From an optimization exercise on the open Yosys and OpenROAD flow, aimed at small area; shortcuts taken in it are not production practice. Where RTL was checked, it was by simulation tests only, not by an equivalence proof against the original. Function not checked in run 2: the RTL went through the layout flow alone. Power figures rest on the tool's default switching activity, not on a simulated workload.

===== design.v =====
module Hough(
	input wire			nReset,
	input wire			Clk,
	input wire 	[7:0]	PixelIn,
	input wire			FrameIn,
	input wire			LineIn,
	output reg	[7:0]	PixelOut,
	output reg			FrameOut,
	output reg			LineOut
);
	localparam N = 105;
	reg [6*N-1:0] line;
	always @(posedge Clk)
		line <= {line[6*N-7:0], PixelIn[7:2]};
	reg [5:0] Wm1;
	reg [7:0] ri;
	reg [7:0] Hm1;
	always @(posedge Clk or negedge nReset) begin
		if (!nReset)
			ri <= 8'd254;
		else if (FrameIn)
			ri <= 8'd0;
		else if (LineIn)
			ri <= ri + 8'd1;
	end
	always @(posedge Clk)
		if (FrameIn) Hm1 <= ri;
	wire [4:0] a = Wm1[5:1];
	wire       b = Wm1[0];
	wire [24:1] sel;
	wire [5:0]  M1, M2;
	genvar g, k;
	generate
		for (g = 1; g <= 24; g = g + 1) begin : dec
			assign sel[g] = (a == g);
		end
		for (k = 0; k < 6; k = k + 1) begin : tap
			wire [24:1] d1, d2;
			for (g = 1; g <= 24; g = g + 1) begin : pos
				assign d1[g] = line[6*(100-2*g) + k];
				assign d2[g] = line[6*(98-4*g) + k];
			end
			Select24 s1 (.d(d1), .s(sel), .y(M1[k]));
			Select24 s2 (.d(d2), .s(sel), .y(M2[k]));
		end
	endgenerate
	reg  [5:0] Q1, P1, P2, Q2a, Q2b, S1, S2;
	wire [5:0] X1 = b ? M1 : Q1;	 
	wire [5:0] X2 = b ? M2 : Q2b;	 
	always @(posedge Clk) begin
		Q1  <= M1;
		P1  <= X1;
		P2  <= P1;	 
		Q2a <= M2;
		Q2b <= Q2a;
		S1  <= X2;	 
		S2  <= S1;	 
	end
	wire [5:0] p0 = line[6*104 +: 6];	 
	wire [5:0] p2 = line[6*102 +: 6];	 
	wire [5:0] dv;
	reg  [5:0] ve;
	reg  [4:0] vd;
	always @(posedge Clk) begin
		ve <= dv;
		vd <= ve[5:1];
	end
	wire [7:0] sum;
	EdgeSum es (.p0(p0), .p2(p2), .X1(X1), .P2(P2), .X2(X2), .S2(S2),
		.ve(ve), .vd(vd), .dv(dv), .sum(sum));
	reg       run;
	reg [5:0] co;
	reg [7:0] ro;
	reg       Lc;		 
	reg       Lr;		 
	reg       q;
	wire [5:0] co1 = co + 6'd1;
	wire [7:0] ro1 = ro + 8'd1;
	wire       E = (co1 == Wm1);	 
	wire       F = (ro1 == Hm1);	 
	wire start = !run && (ro == 8'd104);
	always @(posedge Clk or negedge nReset) begin
		if (!nReset) begin
			run <= 1'b0;
			ro  <= 8'd0;
		end else if (!run) begin
			run <= start;
			ro  <= start ? 8'd0 : ro1;
		end else if (Lc)
			ro  <= Lr ? 8'd0 : ro1;
	end
	always @(posedge Clk) begin
		if (!run) begin
			co <= (LineIn || start) ? 6'd0 : co1;
			if (LineIn) Wm1 <= co;
			Lc <= 1'b0;
			Lr <= 1'b0;
		end else begin
			co <= Lc ? 6'd0 : co1;
			Lc <= !Lc && E;
			if (Lc) Lr <= !Lr && F;
		end
	end
	wire mask = Lc | E | Lr | F;
	always @(posedge Clk) begin
		q        <= (ro == {2'b0, co1});
		FrameOut <= (co == 6'd0) && (ro == 8'd0);
		LineOut  <= (co == 6'd0);
		PixelOut <= q ? 8'hFF : (mask ? 8'h00 : sum);
	end
endmodule
module Select24(
	input wire [24:1] d,
	input wire [24:1] s,
	output wire y
);
	assign y = |(d & s);
endmodule
module EdgeSum(
	input wire [5:0] p0, p2,	 
	input wire [5:0] X1, P2,	 
	input wire [5:0] X2, S2,	 
	input wire [5:0] ve,		 
	input wire [4:0] vd,		 
	output wire [5:0] dv,		 
	output wire [7:0] sum
);
	wire n0, s1, c2, n3, s4, c5, n6, s7, c8, n9, s10, c11, n12, s13, c14, n15, s16, c17, x18, x19, x20, x21, x22, k23, n24, s25, c26, n27, s28, c29, n30, s31, c32, n33, s34, c35, n36, s37, c38, n39, s40, c41, x42, x43, x44, x45, x46, x47, n48, s49, c50, n51, s52, c53, n54, s55, c56, n57, s58, c59, n60, s61, c62, n63, s64, c65, x66, x67, x68, x69, x70, k71, n72, s73, c74, n75, s76, c77, n78, s79, c80, n81, s82, c83, n84, s85, c86, n87, s88, c89, x90, x91, x92, x93, x94, x95, s96, c97, s98, c99, s100, c101, s102, c103, s104, c105, s106, s107, c108, s109, c110, s111, c112, s113, c114, s115, c116, s117, c118, s119, c120, s121, c122, s123, c124, s125, c126, s127, c128, s129, c130, s131, c132, s133, c134, s135, c136, s137, c138, s139, c140, s141, c142, s143, c144, s145, c146, s147, c148, s149, c150, s151, c152, s153, c154, s155, c156, s157, c158, s159, c160, s161, c162, s163, c164, s165, c166, s167, c168, s169, c170, s171, c172, s173, c174, s175, c176, s177, c178, x179;
	assign n0 = ~p2[0];
	HA ha1 (.a(p0[0]), .b(n0), .s(s1), .co(c2));
	assign n3 = ~p2[1];
	FA fa1 (.a(p0[1]), .b(n3), .c(c2), .s(s4), .co(c5));
	assign n6 = ~p2[2];
	FA fa2 (.a(p0[2]), .b(n6), .c(c5), .s(s7), .co(c8));
	assign n9 = ~p2[3];
	FA fa3 (.a(p0[3]), .b(n9), .c(c8), .s(s10), .co(c11));
	assign n12 = ~p2[4];
	FA fa4 (.a(p0[4]), .b(n12), .c(c11), .s(s13), .co(c14));
	assign n15 = ~p2[5];
	FA fa5 (.a(p0[5]), .b(n15), .c(c14), .s(s16), .co(c17));
	assign x18 = ~(s4 ^ c17);
	assign x19 = ~(s7 ^ c17);
	assign x20 = ~(s10 ^ c17);
	assign x21 = ~(s13 ^ c17);
	assign x22 = ~(s16 ^ c17);
	assign k23 = c17 & s1;
	assign n24 = ~X1[0];
	HA ha2 (.a(P2[0]), .b(n24), .s(s25), .co(c26));
	assign n27 = ~X1[1];
	FA fa6 (.a(P2[1]), .b(n27), .c(c26), .s(s28), .co(c29));
	assign n30 = ~X1[2];
	FA fa7 (.a(P2[2]), .b(n30), .c(c29), .s(s31), .co(c32));
	assign n33 = ~X1[3];
	FA fa8 (.a(P2[3]), .b(n33), .c(c32), .s(s34), .co(c35));
	assign n36 = ~X1[4];
	FA fa9 (.a(P2[4]), .b(n36), .c(c35), .s(s37), .co(c38));
	assign n39 = ~X1[5];
	FA fa10 (.a(P2[5]), .b(n39), .c(c38), .s(s40), .co(c41));
	assign x42 = ~(s25 ^ c41);
	assign x43 = ~(s28 ^ c41);
	assign x44 = ~(s31 ^ c41);
	assign x45 = ~(s34 ^ c41);
	assign x46 = ~(s37 ^ c41);
	assign x47 = ~(s40 ^ c41);
	assign n48 = ~X2[0];
	HA ha3 (.a(S2[0]), .b(n48), .s(s49), .co(c50));
	assign n51 = ~X2[1];
	FA fa11 (.a(S2[1]), .b(n51), .c(c50), .s(s52), .co(c53));
	assign n54 = ~X2[2];
	FA fa12 (.a(S2[2]), .b(n54), .c(c53), .s(s55), .co(c56));
	assign n57 = ~X2[3];
	FA fa13 (.a(S2[3]), .b(n57), .c(c56), .s(s58), .co(c59));
	assign n60 = ~X2[4];
	FA fa14 (.a(S2[4]), .b(n60), .c(c59), .s(s61), .co(c62));
	assign n63 = ~X2[5];
	FA fa15 (.a(S2[5]), .b(n63), .c(c62), .s(s64), .co(c65));
	assign x66 = ~(s52 ^ c65);
	assign x67 = ~(s55 ^ c65);
	assign x68 = ~(s58 ^ c65);
	assign x69 = ~(s61 ^ c65);
	assign x70 = ~(s64 ^ c65);
	assign k71 = c65 & s49;
	assign n72 = ~X2[0];
	HA ha4 (.a(p2[0]), .b(n72), .s(s73), .co(c74));
	assign n75 = ~X2[1];
	FA fa16 (.a(p2[1]), .b(n75), .c(c74), .s(s76), .co(c77));
	assign n78 = ~X2[2];
	FA fa17 (.a(p2[2]), .b(n78), .c(c77), .s(s79), .co(c80));
	assign n81 = ~X2[3];
	FA fa18 (.a(p2[3]), .b(n81), .c(c80), .s(s82), .co(c83));
	assign n84 = ~X2[4];
	FA fa19 (.a(p2[4]), .b(n84), .c(c83), .s(s85), .co(c86));
	assign n87 = ~X2[5];
	FA fa20 (.a(p2[5]), .b(n87), .c(c86), .s(s88), .co(c89));
	assign x90 = ~(s73 ^ c89);
	assign x91 = ~(s76 ^ c89);
	assign x92 = ~(s79 ^ c89);
	assign x93 = ~(s82 ^ c89);
	assign x94 = ~(s85 ^ c89);
	assign x95 = ~(s88 ^ c89);
	HA ha5 (.a(x90), .b(c89), .s(s96), .co(c97));
	HA ha6 (.a(x91), .b(c97), .s(s98), .co(c99));
	HA ha7 (.a(x92), .b(c99), .s(s100), .co(c101));
	HA ha8 (.a(x93), .b(c101), .s(s102), .co(c103));
	HA ha9 (.a(x94), .b(c103), .s(s104), .co(c105));
	assign s106 = x95 ^ c105;
	FA fa21 (.a(x18), .b(k23), .c(x42), .s(s107), .co(c108));
	HA ha10 (.a(c41), .b(x66), .s(s109), .co(c110));
	FA fa22 (.a(x19), .b(x43), .c(x67), .s(s111), .co(c112));
	HA ha11 (.a(x20), .b(x44), .s(s113), .co(c114));
	HA ha12 (.a(x21), .b(x45), .s(s115), .co(c116));
	HA ha13 (.a(x22), .b(x46), .s(s117), .co(c118));
	FA fa23 (.a(k71), .b(s98), .c(ve[0]), .s(s119), .co(c120));
	FA fa24 (.a(s100), .b(ve[1]), .c(vd[1]), .s(s121), .co(c122));
	HA ha14 (.a(c108), .b(c110), .s(s123), .co(c124));
	FA fa25 (.a(x68), .b(s102), .c(ve[2]), .s(s125), .co(c126));
	FA fa26 (.a(vd[2]), .b(c112), .c(s113), .s(s127), .co(c128));
	FA fa27 (.a(x69), .b(s104), .c(ve[3]), .s(s129), .co(c130));
	FA fa28 (.a(vd[3]), .b(c114), .c(s115), .s(s131), .co(c132));
	FA fa29 (.a(x70), .b(s106), .c(ve[4]), .s(s133), .co(c134));
	FA fa30 (.a(vd[4]), .b(c116), .c(s117), .s(s135), .co(c136));
	HA ha15 (.a(x47), .b(ve[5]), .s(s137), .co(c138));
	HA ha16 (.a(vd[0]), .b(s107), .s(s139), .co(c140));
	FA fa31 (.a(s111), .b(c120), .c(s121), .s(s141), .co(c142));
	FA fa32 (.a(c122), .b(c124), .c(s125), .s(s143), .co(c144));
	FA fa33 (.a(c126), .b(c128), .c(s129), .s(s145), .co(c146));
	FA fa34 (.a(c130), .b(c132), .c(s133), .s(s147), .co(c148));
	FA fa35 (.a(c118), .b(c134), .c(c136), .s(s149), .co(c150));
	HA ha17 (.a(s109), .b(s119), .s(s151), .co(c152));
	FA fa36 (.a(s123), .b(c140), .c(s141), .s(s153), .co(c154));
	FA fa37 (.a(s127), .b(c142), .c(s143), .s(s155), .co(c156));
	FA fa38 (.a(s131), .b(c144), .c(s145), .s(s157), .co(c158));
	FA fa39 (.a(s135), .b(c146), .c(s147), .s(s159), .co(c160));
	FA fa40 (.a(s137), .b(c148), .c(s149), .s(s161), .co(c162));
	HA ha18 (.a(c138), .b(c150), .s(s163), .co(c164));
	HA ha19 (.a(s139), .b(s151), .s(s165), .co(c166));
	FA fa41 (.a(c152), .b(s153), .c(c166), .s(s167), .co(c168));
	FA fa42 (.a(c154), .b(s155), .c(c168), .s(s169), .co(c170));
	FA fa43 (.a(c156), .b(s157), .c(c170), .s(s171), .co(c172));
	FA fa44 (.a(c158), .b(s159), .c(c172), .s(s173), .co(c174));
	FA fa45 (.a(c160), .b(s161), .c(c174), .s(s175), .co(c176));
	FA fa46 (.a(c162), .b(s163), .c(c176), .s(s177), .co(c178));
	assign x179 = c164 ^ c178;
	assign dv = {s106, s104, s102, s100, s98, s96};
	assign sum = {x179, s177, s175, s173, s171, s169, s167, s165};
endmodule
module FA(input wire a, input wire b, input wire c, output wire s, output wire co);
	assign s = a ^ b ^ c;
	assign co = (a & b) | (a & c) | (b & c);
endmodule
module HA(input wire a, input wire b, output wire s, output wire co);
	assign s = a ^ b;
	assign co = a & b;
endmodule

===== flow/run.sh =====
#!/bin/bash
# Own layout flow: the standard flow (standard.sh) with its own clock
# tree settings (no dummy loads) and small port buffers.
set -euo pipefail
export CTS_ARGS="-sink_clustering_enable -repair_clock_nets -dont_use_dummy_load -sink_clustering_size 20 -sink_clustering_max_diameter 60 -buf_list sky130_fd_sc_hd__clkbuf_8 -root_buf sky130_fd_sc_hd__clkbuf_16"
export BUFFER_PORTS_ARGS="-buffer_cell sky130_fd_sc_hd__buf_1"
bash standard.sh > standard.log 2>&1

===== standard.sh =====
#!/bin/bash
# synth_recipe.tcl (not shown) runs the flow's synth.tcl, then flattens the netlist and writes it again
# the make line also repeats each setting of config.mk as NAME=value (left out here)
make -C /OpenROAD-flow-scripts/flow DESIGN_CONFIG=/design/flow/config.mk WORK_HOME=/design/flow/orfs CLKGATE_MAP_FILE= SYNTH_SCRIPT=/design/flow/synth_recipe.tcl "${@:-finish}"

===== config.mk =====
export PLATFORM = sky130hd
export DESIGN_NAME = Hough
export DESIGN_NICKNAME = Hough
export VERILOG_FILES = /design/flow/design.v
export SDC_FILE = /design/flow/constraint.sdc
export NUM_CORES = 8
export LEC_CHECK = 0
export CAP_MARGIN = 20
export CORE_MARGIN = 2
export CORE_UTILIZATION = 30
export CTS_BUF_LIST = sky130_fd_sc_hd__clkbuf_16
export CTS_CLUSTER_DIAMETER = 100
export CTS_CLUSTER_SIZE = 30
export SLEW_MARGIN = 20
export SYNTH_HIERARCHICAL = 1

===== constraint.sdc =====
create_clock -name core_clock -period 10.0 [get_ports {Clk}]
set_input_delay 2.0000 -clock core_clock [delete_from_list [all_inputs] [get_ports {Clk}]]
set_output_delay 2.0000 -clock core_clock [all_outputs]
set_load 0.01 [all_outputs]

==> results of run 1 <==
metal layers:
layer | wire length [um] | vias to the layer above | GRT usage, %
met5 | 0 | - | 0
met4 | 1450 | 0 | 4.961
met3 | 1865 | 110 | 2.299
met2 | 15480 | 263 | 16.03
met1 | 16380 | 4607 | 14.14
li1 | - | 4508 | -
metrics by stage:
step	utilization, %	hold slack (ps)	cells	total power (uW)	setup WS (ps)
after detailed placement	32.21	312.1	2165	3447	489.2
after global placement	32.21	309.6	2165	3441	495.2
after floorplan	-	309.6	1274	3420	570.0
after global routing	33.30	284.8	2212	4879	97.91
after CTS	33.30	283.1	2212	4728	443.7
final	33.30	278.3	2212	4654	487.0
registers in the layout, summed over array words and instances (netlist names), 6 cells and up:
name	flops
line	630
Wm1	6
ve	6
S2	6
Q2a	6
ro	8
Q1	6
PixelOut	8
P1	6
Q2b	6
ri	8
S1	6
P2	6
co	6
Hm1	8
logic make-up (layout without fill, tap and decap cells):
family / Yosys count / count (layout) / synth area share [%]
AO/OA/AOI/OAI: 185 / 185 / 7.456
flip-flops: 733 / 733 / 76.79
XOR/XNOR: 53 / 53 / 2.533
AND/OR/NAND/NOR: 162 / 162 / 4.511
buffers and inverters: 57 / 140 / 1.617
adder cells (fa/ha/maj): 70 / 70 / 6.290
multiplexers: 14 / 14 / 0.8056
final timing paths:
check                                               to  cells after the start
max in group asynchronous                run$_DFF_PN0_                      1
worst max-delay path            PixelOut[7]$_SDFF_PP1_                     29
worst min register to register        line[87]$_DFF_P_                      0
worst max register to register  PixelOut[7]$_SDFF_PP1_                     29
min in group asynchronous            ri[0]$_DFFE_PN0P_                      1
worst min-delay path                  line[87]$_DFF_P_                      0
Yosys cell counts, types with 3 or more instances:
master,count
dfxtp_1,702
a22oi_1,132
fa_1,46
nor2_1,43
xnor2_1,41
nand4_1,38
inv_1,28
ha_1,24
nand2_1,22
or3_1,15
buf_4,14
edfxtp_1,14
mux2_2,13
a22oi_2,12
dfrtp_1,10
xor2_1,10
o21ai_0,9
o31ai_1,8
dfstp_2,7
a21oi_1,6
and2_1,5
and3_1,5
nor3_1,5
clkbuf_1,4
nand2b_1,4
nand3b_1,4
nor2b_1,4
nor4_1,4
a22o_1,3
buf_2,3
buf_6,3
nand3_1,3
nor3b_1,3
per-module statistics from Yosys (local to each module, per instance):
module,flip-flops and latches,cells,times used,area (sq um)
FA,0,1,46,20.02
HA,0,1,19,12.51
EdgeSum,0,61,1,426.7
Select24,0,16,12,120.1
Hough,733,956,1,16390
power breakdown:
group          internal [uW]  switching, uW
clock network            472            816
logic                    138            161
registers               3030           37.2
total                   3640           1010
worst max-delay path, delay by kind of cell (launching register included):
| kind | cells | cell delay [ps] |
|---|---|---|
| fa+ha+maj | 18 | 6650 |
| simple gates | 5 | 1310 |
| flops | 1 | 500 |
| compound gates | 2 | 340 |
| buf+inv | 2 | 250 |
| mux | 1 | 180 |
| xor+xnor | 1 | 170 |
cell type report:
| cell class | instances | share of cell area [%] |
|---|---|---|
| tap | 855 | 5.001 |
| timing repair buffer | 64 | 1.913 |
| inverter | 29 | 0.5089 |
| sequential | 733 | 69.69 |
| clock buffer | 47 | 3.287 |
| multi-input combinational | 484 | 19.60 |
cells in the final DEF, fill, tap and decap left out, types with 6 or more instances in the layout:
master and count:
or3_1 15, nor2_1 43, ha_1 24, o31ai_1 8, a22oi_2 12, fa_1 46
dfxtp_1 702, a22oi_1 132, buf_4 45, dfrtp_1 10, buf_1 19, o21ai_0 9
xor2_1 10, xnor2_1 41, a21oi_1 6, mux2_2 13, dfstp_2 7, inv_1 28
clkbuf_8 42, edfxtp_1 14, nand2_1 22, nand4_1 38
==> impl_metrics.yaml, run 1 <==
setup_path:
  cpMostUsedCell: "fa_1"
  crit_type: "reg -> reg"
  critPathCaptureType: "register"
  reg2reg_from: "Wm1[4]$_DFFE_PP_"
  crit_start: "Wm1[4]$_DFFE_PP_"
  worstPathArrival_ps: 9970
  required_ps: 10460
  regToRegSetupSlack_ps: 490
  crit_fanout: 7
  critPathSlowestCell: "or3b_2"
  cp_slowest_stage_delay_ps: 560
  cp-start-kind: "register"
timing:
  setup_tns_ps: 0
  finalHoldViolCount: 0
  drv_slew: 0
  finalCritPeriodShare_pct: 95.13
  slew_headroom_pct: 35.23
  tightest_slew_ps: 971.6
  post-route-min-period_ps: 9513
  finClkSkew_ps: 67.14
  finalSetupViolCount: 0
  max_freq_mhz: 105.1
  rsz0062_at_grt: "false"
route:
  drt-pass1-iter-count: 5
  drt_wl_total_um: 35180
  via_per_inst: 4.289
  wl_per_cell_um: 15.90
  vias: 9488
  ant_nets: 0
  drt_iter0_markers: 652
  drc: 0
clock_tree:
  root_buffer: "clkbuf_16"
  cts_tree: "done"
  clkSinkCount: 733
  cts-resized-gates: 0
  cts_buffers: 47
  clock_path_buffers: 3
  insertion_delay_ps: 570
  htreeDepth: 2
  clk_pin_slew_ps: 110
  postCtsHoldBufs: 0
  postCtsSetupBuffers: 0
layout:
  antennaDiodeCount: 0
  regArea_sq_um: 14910
  syn_to_final_growth_pct: 10.18
  final_nets: 1441
  fin_area_sq_um: 21390
  layout-drive-gt1-share_pct: 9.654
  fill_cells: 6237
  multi_input_comb_area_sq_um: 4193
place:
  portBuffers: 19
  hpwl_um: 24080
  place_area_sq_um: 20690
  place.gp.congestion: 0.8564
synth:
  synth_cells: 1274
  postSynthAreaPerCell_sq_um: 15.24
  seq_area_frac_synth_pct: 76.79
  ys.flop_type: "dfxtp_1"
  synth.cell_area_sq_um: 19410
  ys.warnings.count: 7
  synthArstFlopShare_pct: 2.319
  ys_top_cells_by_area: "dfxtp_1 (72%), a22oi_1 (5.1%), fa_1 (4.7%), edfxtp_1 (2.2%), xnor2_1 (1.8%)"
  synth_fp_nets: 1356
  ys_types: 57
  yosysTopAreaCell: "dfxtp_1"
  synthDominantCellAreaShare_pct: 72.39
  synth.ff_latch_count: 733
  synth-edff-count: 14
hold_path:
  min_path_type: "reg -> reg"
  min_from: "line[81]$_DFF_P_"
floorplan:
  io_pins: 22
  die_y_um: 258.4
  core_sq_um: 64230
  start_util_pct: 30.23
  row_count: 93
  die_area_sq_um: 66770
  die_w_um: 258.4
global_route:
  grt_pass1_vias: 9817
  overflow: 0
  grt_max_degree: 21
  grt_pass1_wl_um: 54210
  track_usage_pct: 10.49
  grt_antenna_before_repair: 0
status:
  status: "timing/DRC/antenna clean"
pwr:
  p_leak_uw: 0.008357
  max-vdd-ir-drop_uv: 82.59
  power_density_nw_per_um2: 217.6
flow_run:
  drv_cap: 0
==> run 2: changes to the inputs <==
--- a/design.v
+++ b/design.v
@@ -114,7 +114,20 @@
 	input wire [24:1] s,
 	output wire y
 );
-	assign y = |(d & s);
+	wire [7:0] n;
+	genvar g;
+	generate
+		for (g = 0; g < 8; g = g + 1) begin : grp
+			AOI222 u (.d(d[3*g+3:3*g+1]), .s(s[3*g+3:3*g+1]), .y(n[g]));
+		end
+	endgenerate
+	Nand8 o (.a(n), .y(y));
+endmodule
+module AOI222(input wire [2:0] d, input wire [2:0] s, output wire y);
+	assign y = ~((d[0] & s[0]) | (d[1] & s[1]) | (d[2] & s[2]));
+endmodule
+module Nand8(input wire [7:0] a, output wire y);
+	assign y = ~&a;
 endmodule
 module EdgeSum(
 	input wire [5:0] p0, p2,	 
==> run.sh (new file) <==
#!/bin/bash
# synth_recipe.tcl (not shown) runs the flow's synth.tcl, then flattens the netlist and writes it again
# the make line also repeats each setting of config.mk as NAME=value (left out here)
make -C /OpenROAD-flow-scripts/flow DESIGN_CONFIG=/design/flow/config.mk WORK_HOME=/design/flow/orfs CLKGATE_MAP_FILE= SYNTH_SCRIPT=/design/flow/synth_recipe.tcl finish
removed: flow/run.sh
removed: standard.sh
==> run 2 against run 1 <==
Net effect:
- still clean on timing, DRC and antenna
- critical path depth did not move
- maximum frequency decreased by 0.53%
- cell count fell by 3.4%
- largest cell class unchanged
- largest power group unchanged
==> impl_metrics.yaml, run 2 <==
synth:
  yosysTopAreaCell: "dfxtp_1"
  ys.flop_type: "dfxtp_1"
  synth.ff_latch_count: 733
  synth_common_cells: "dfxtp_1 (702), a222oi_1 (96), fa_1 (46)"
  synth-edff-count: 14
  synthDominantCellAreaShare_pct: 73.35
  postSynthAreaPerCell_sq_um: 15.78
  ys_top_cells_by_area: "dfxtp_1 (73%), a222oi_1 (5.0%), fa_1 (4.8%), edfxtp_1 (2.2%), xnor2_1 (1.9%)"
  yosysMostFrequentCell: "dfxtp_1"
  synthArstFlopShare_pct: 2.319
  seq_area_frac_synth_pct: 77.81
  synth_cells: 1214
  ys.warnings.count: 7
  synth_fp_nets: 1296
  synth.cell_area_sq_um: 19160
  ys_types: 57
timing:
  slew_headroom_pct: 45.11
  setup_tns_ps: 0
  finalSetupViolCount: 0
  rsz0062_at_grt: "false"
  max_freq_mhz: 104.6
  drv_slew: 0
  tightest_slew_ps: 820.8
  finalHoldViolCount: 0
  finClkSkew_ps: 20.98
  post-route-min-period_ps: 9564
  finalCritPeriodShare_pct: 95.64
setup_path:
  cpMostUsedCell: "fa_1"
  reg2reg_depth: 29
  crit_fanout: 7
  worstPathArrival_ps: 10090
  critPathSlowestCell: "or3b_2"
  required_ps: 10520
  regToRegSetupSlack_ps: 440
  cp_slowest_stage_delay_ps: 590
  critPathCaptureType: "register"
  cp-start-kind: "register"
  crit_type: "reg -> reg"
route:
  wl_per_cell_um: 15.60
  via_per_inst: 4.278
  drt-pass1-iter-count: 8
  drt_wl_total_um: 33320
  drc: 0
  ant_nets: 0
  drt_iter0_markers: 966
  vias: 9138
clock_tree:
  cts_buffers: 28
  root_buffer: "clkbuf_16"
  postCtsHoldBufs: 0
  insertion_delay_ps: 610
  clk_pin_slew_ps: 110
  htreeDepth: 1
  cts_tree: "done"
  clock_path_buffers: 3
  clkSinkCount: 733
pwr:
  power_density_nw_per_um2: 221.3
  max-vdd-ir-drop_uv: 136.6
  p_leak_uw: 0.008380
  power_uw: 4720
hold_path:
  min_path_type: "reg -> reg"
  min_delay_path_depth: 0
floorplan:
  die_w_um: 256.7
  die_area_sq_um: 65900
  die_y_um: 256.7
  row_count: 92
  io_pins: 22
  start_util_pct: 30.37
  core_sq_um: 63080
layout:
  fin_area_sq_um: 21330
  layout-drive-gt1-share_pct: 8.456
  post-route-util_pct: 33.82
  largest_reg_flops: 630
  fill_cells: 6134
  regArea_sq_um: 14910
  multi_input_comb_area_sq_um: 3940
  top_register: "line"
  final_nets: 1367
  layout_common_cells: "dfxtp_1 (702), a222oi_1 (96), buf_4 (50)"
  final_common_cell: "dfxtp_1"
  syn_to_final_growth_pct: 11.34
global_route:
  track_usage_pct: 9.940
  grt_pass1_wl_um: 51920
  grt_max_degree: 32
  grt_pass1_vias: 9192
  overflow: 0
  grt_antenna_before_repair: 0
flow_run:
  drv_cap: 0
place:
  place.gp.congestion: 0.8687
  portBuffers: 19
  place_area_sq_um: 20560
  hpwl_um: 23560
status:
  status: "timing/DRC/antenna clean"
[run 2: Yosys stat by module (local to each module, per instance), a selection]
module   copies in the design  flip-flops and latches  cell area (sq um)
AOI222                     96                       0              10.01
EdgeSum                     1                       0              426.7
FA                         46                       0              20.02
HA                         19                       0              12.51
Hough                       1                     733              16390
Nand8                      12                       0              18.77
[run 2: final cells by class]
type	count	area share, %
inverters	29	0.5103
clock inverters	6	0.2229
flip-flops and latches	733	69.89
repair buffers	69	2.651
diodes	1	0.01173
well taps	846	4.962
clock buffers	28	3.285
multi-input cells	424	18.47
[run 2: logic make-up (layout without fill, tap and decap cells)]
family,count (synthesis),in the layout,synth area share (%)
other,0,1,0
muxes,14,14,0.8163
and+or+nand+nor,150,150,4.179
xor gates and xnor gates,53,53,2.566
buffers and inverters,57,132,1.639
DFF,733,733,77.81
AOI/OAI and AO/OA,137,137,6.615
adders and majority gates,70,70,6.374
[run 2: path summary, 6_finish.rpt]
check	from	end
worst min register to register	line[83]$_DFF_P_	line[89]$_DFF_P_
min in group asynchronous	nReset	ro[2]$_DFFE_PN0P_
worst max register to register	Wm1[4]$_DFFE_PP_	PixelOut[7]$_SDFF_PP1_
worst min-delay path	line[83]$_DFF_P_	line[89]$_DFF_P_
worst max-delay path	Wm1[4]$_DFFE_PP_	PixelOut[7]$_SDFF_PP1_
max in group asynchronous	nReset	ro[7]$_DFFE_PN0P_
[run 2: what timing repair did]
| action | CTS | global route |
|---|---|---|
| resized for setup | 0 | 1 |
| buffers inserted | 0 | 3 |
| setup endpoints to repair | 0 | 1 |
[run 2: report_power, final]
group | switching [uW] | internal (uW) | leakage (uW) | total (uW)
Sequential | 35.1 | 3030 | 0.00612 | 3060
Combinational | 161 | 158 | 0.00188 | 319
Clock | 822 | 514 | 0.000379 | 1340
Total | 1020 | 3700 | 0.00838 | 4720
[run 2: worst max-delay path: cells and delay by family, from the launching register on]
kind            cells  cell delay [ps]
fa+ha+maj          17             6630
simple gates        5             1250
flops               1              550
xor+xnor            2              340
compound gates      2              290
buf+inv             2              260
mux                 1              190
[run 2: per-layer routing]
| layer | routed length [um] | vias up | share of wire [%] | global-route usage [%] |
|---|---|---|---|---|
| li1 | - | 4369 | - | - |
| met1 | 15790 | 4519 | 47 | 13.67 |
| met2 | 15020 | 208 | 45 | 15.77 |
| met3 | 1680 | 42 | 5.0 | 1.967 |
| met4 | 835 | 0 | 2.5 | 3.036 |
| met5 | 0 | - | 0 | 0 |
[run 2: metrics by stage]
stage | worst slack [ps] | hold slack (ps) | std cells
finish | 435.9 | 316.8 | 2136
global route | 7.198 | 317.0 | 2135
CTS | 323.2 | 318.7 | 2132
detailed placement | 363.6 | 312.1 | 2098
global placement | 451.8 | 309.8 | 2098
floorplan | 733.4 | 309.6 | 1214

-- afterwards: timing with drivers on the ports --
In the flow no input, the clock included, has a driving cell. The finished layouts below were timed again as built, in two steps.
Step 1: set_driving_cell puts a clkbuf_16 on Clk and a buf_2 on each other input, an assumption about the parent block.
Step 2 moves the port delays by t, midway between the first and last clock arrival at a register: inputs arrive t later, outputs are due t later. That takes back most of the time a late clock gives input paths.
Slacks: no drivers / after step 1 / after step 2; pairs: no drivers / after step 1.
run | t, ns | slack for setup (ns) | clock arrival spread, ns | slew at the worst register clock pin (ns)
run 1 | 0.593 | 0.487 / 0.487 / 0.487 | 0.077 / 0.077 | 0.12 / 0.12
run 2 | 0.653 | 0.436 / 0.436 / 0.436 | 0.023 / 0.024 | 0.11 / 0.11
After both steps setup and hold are still met in every run listed.
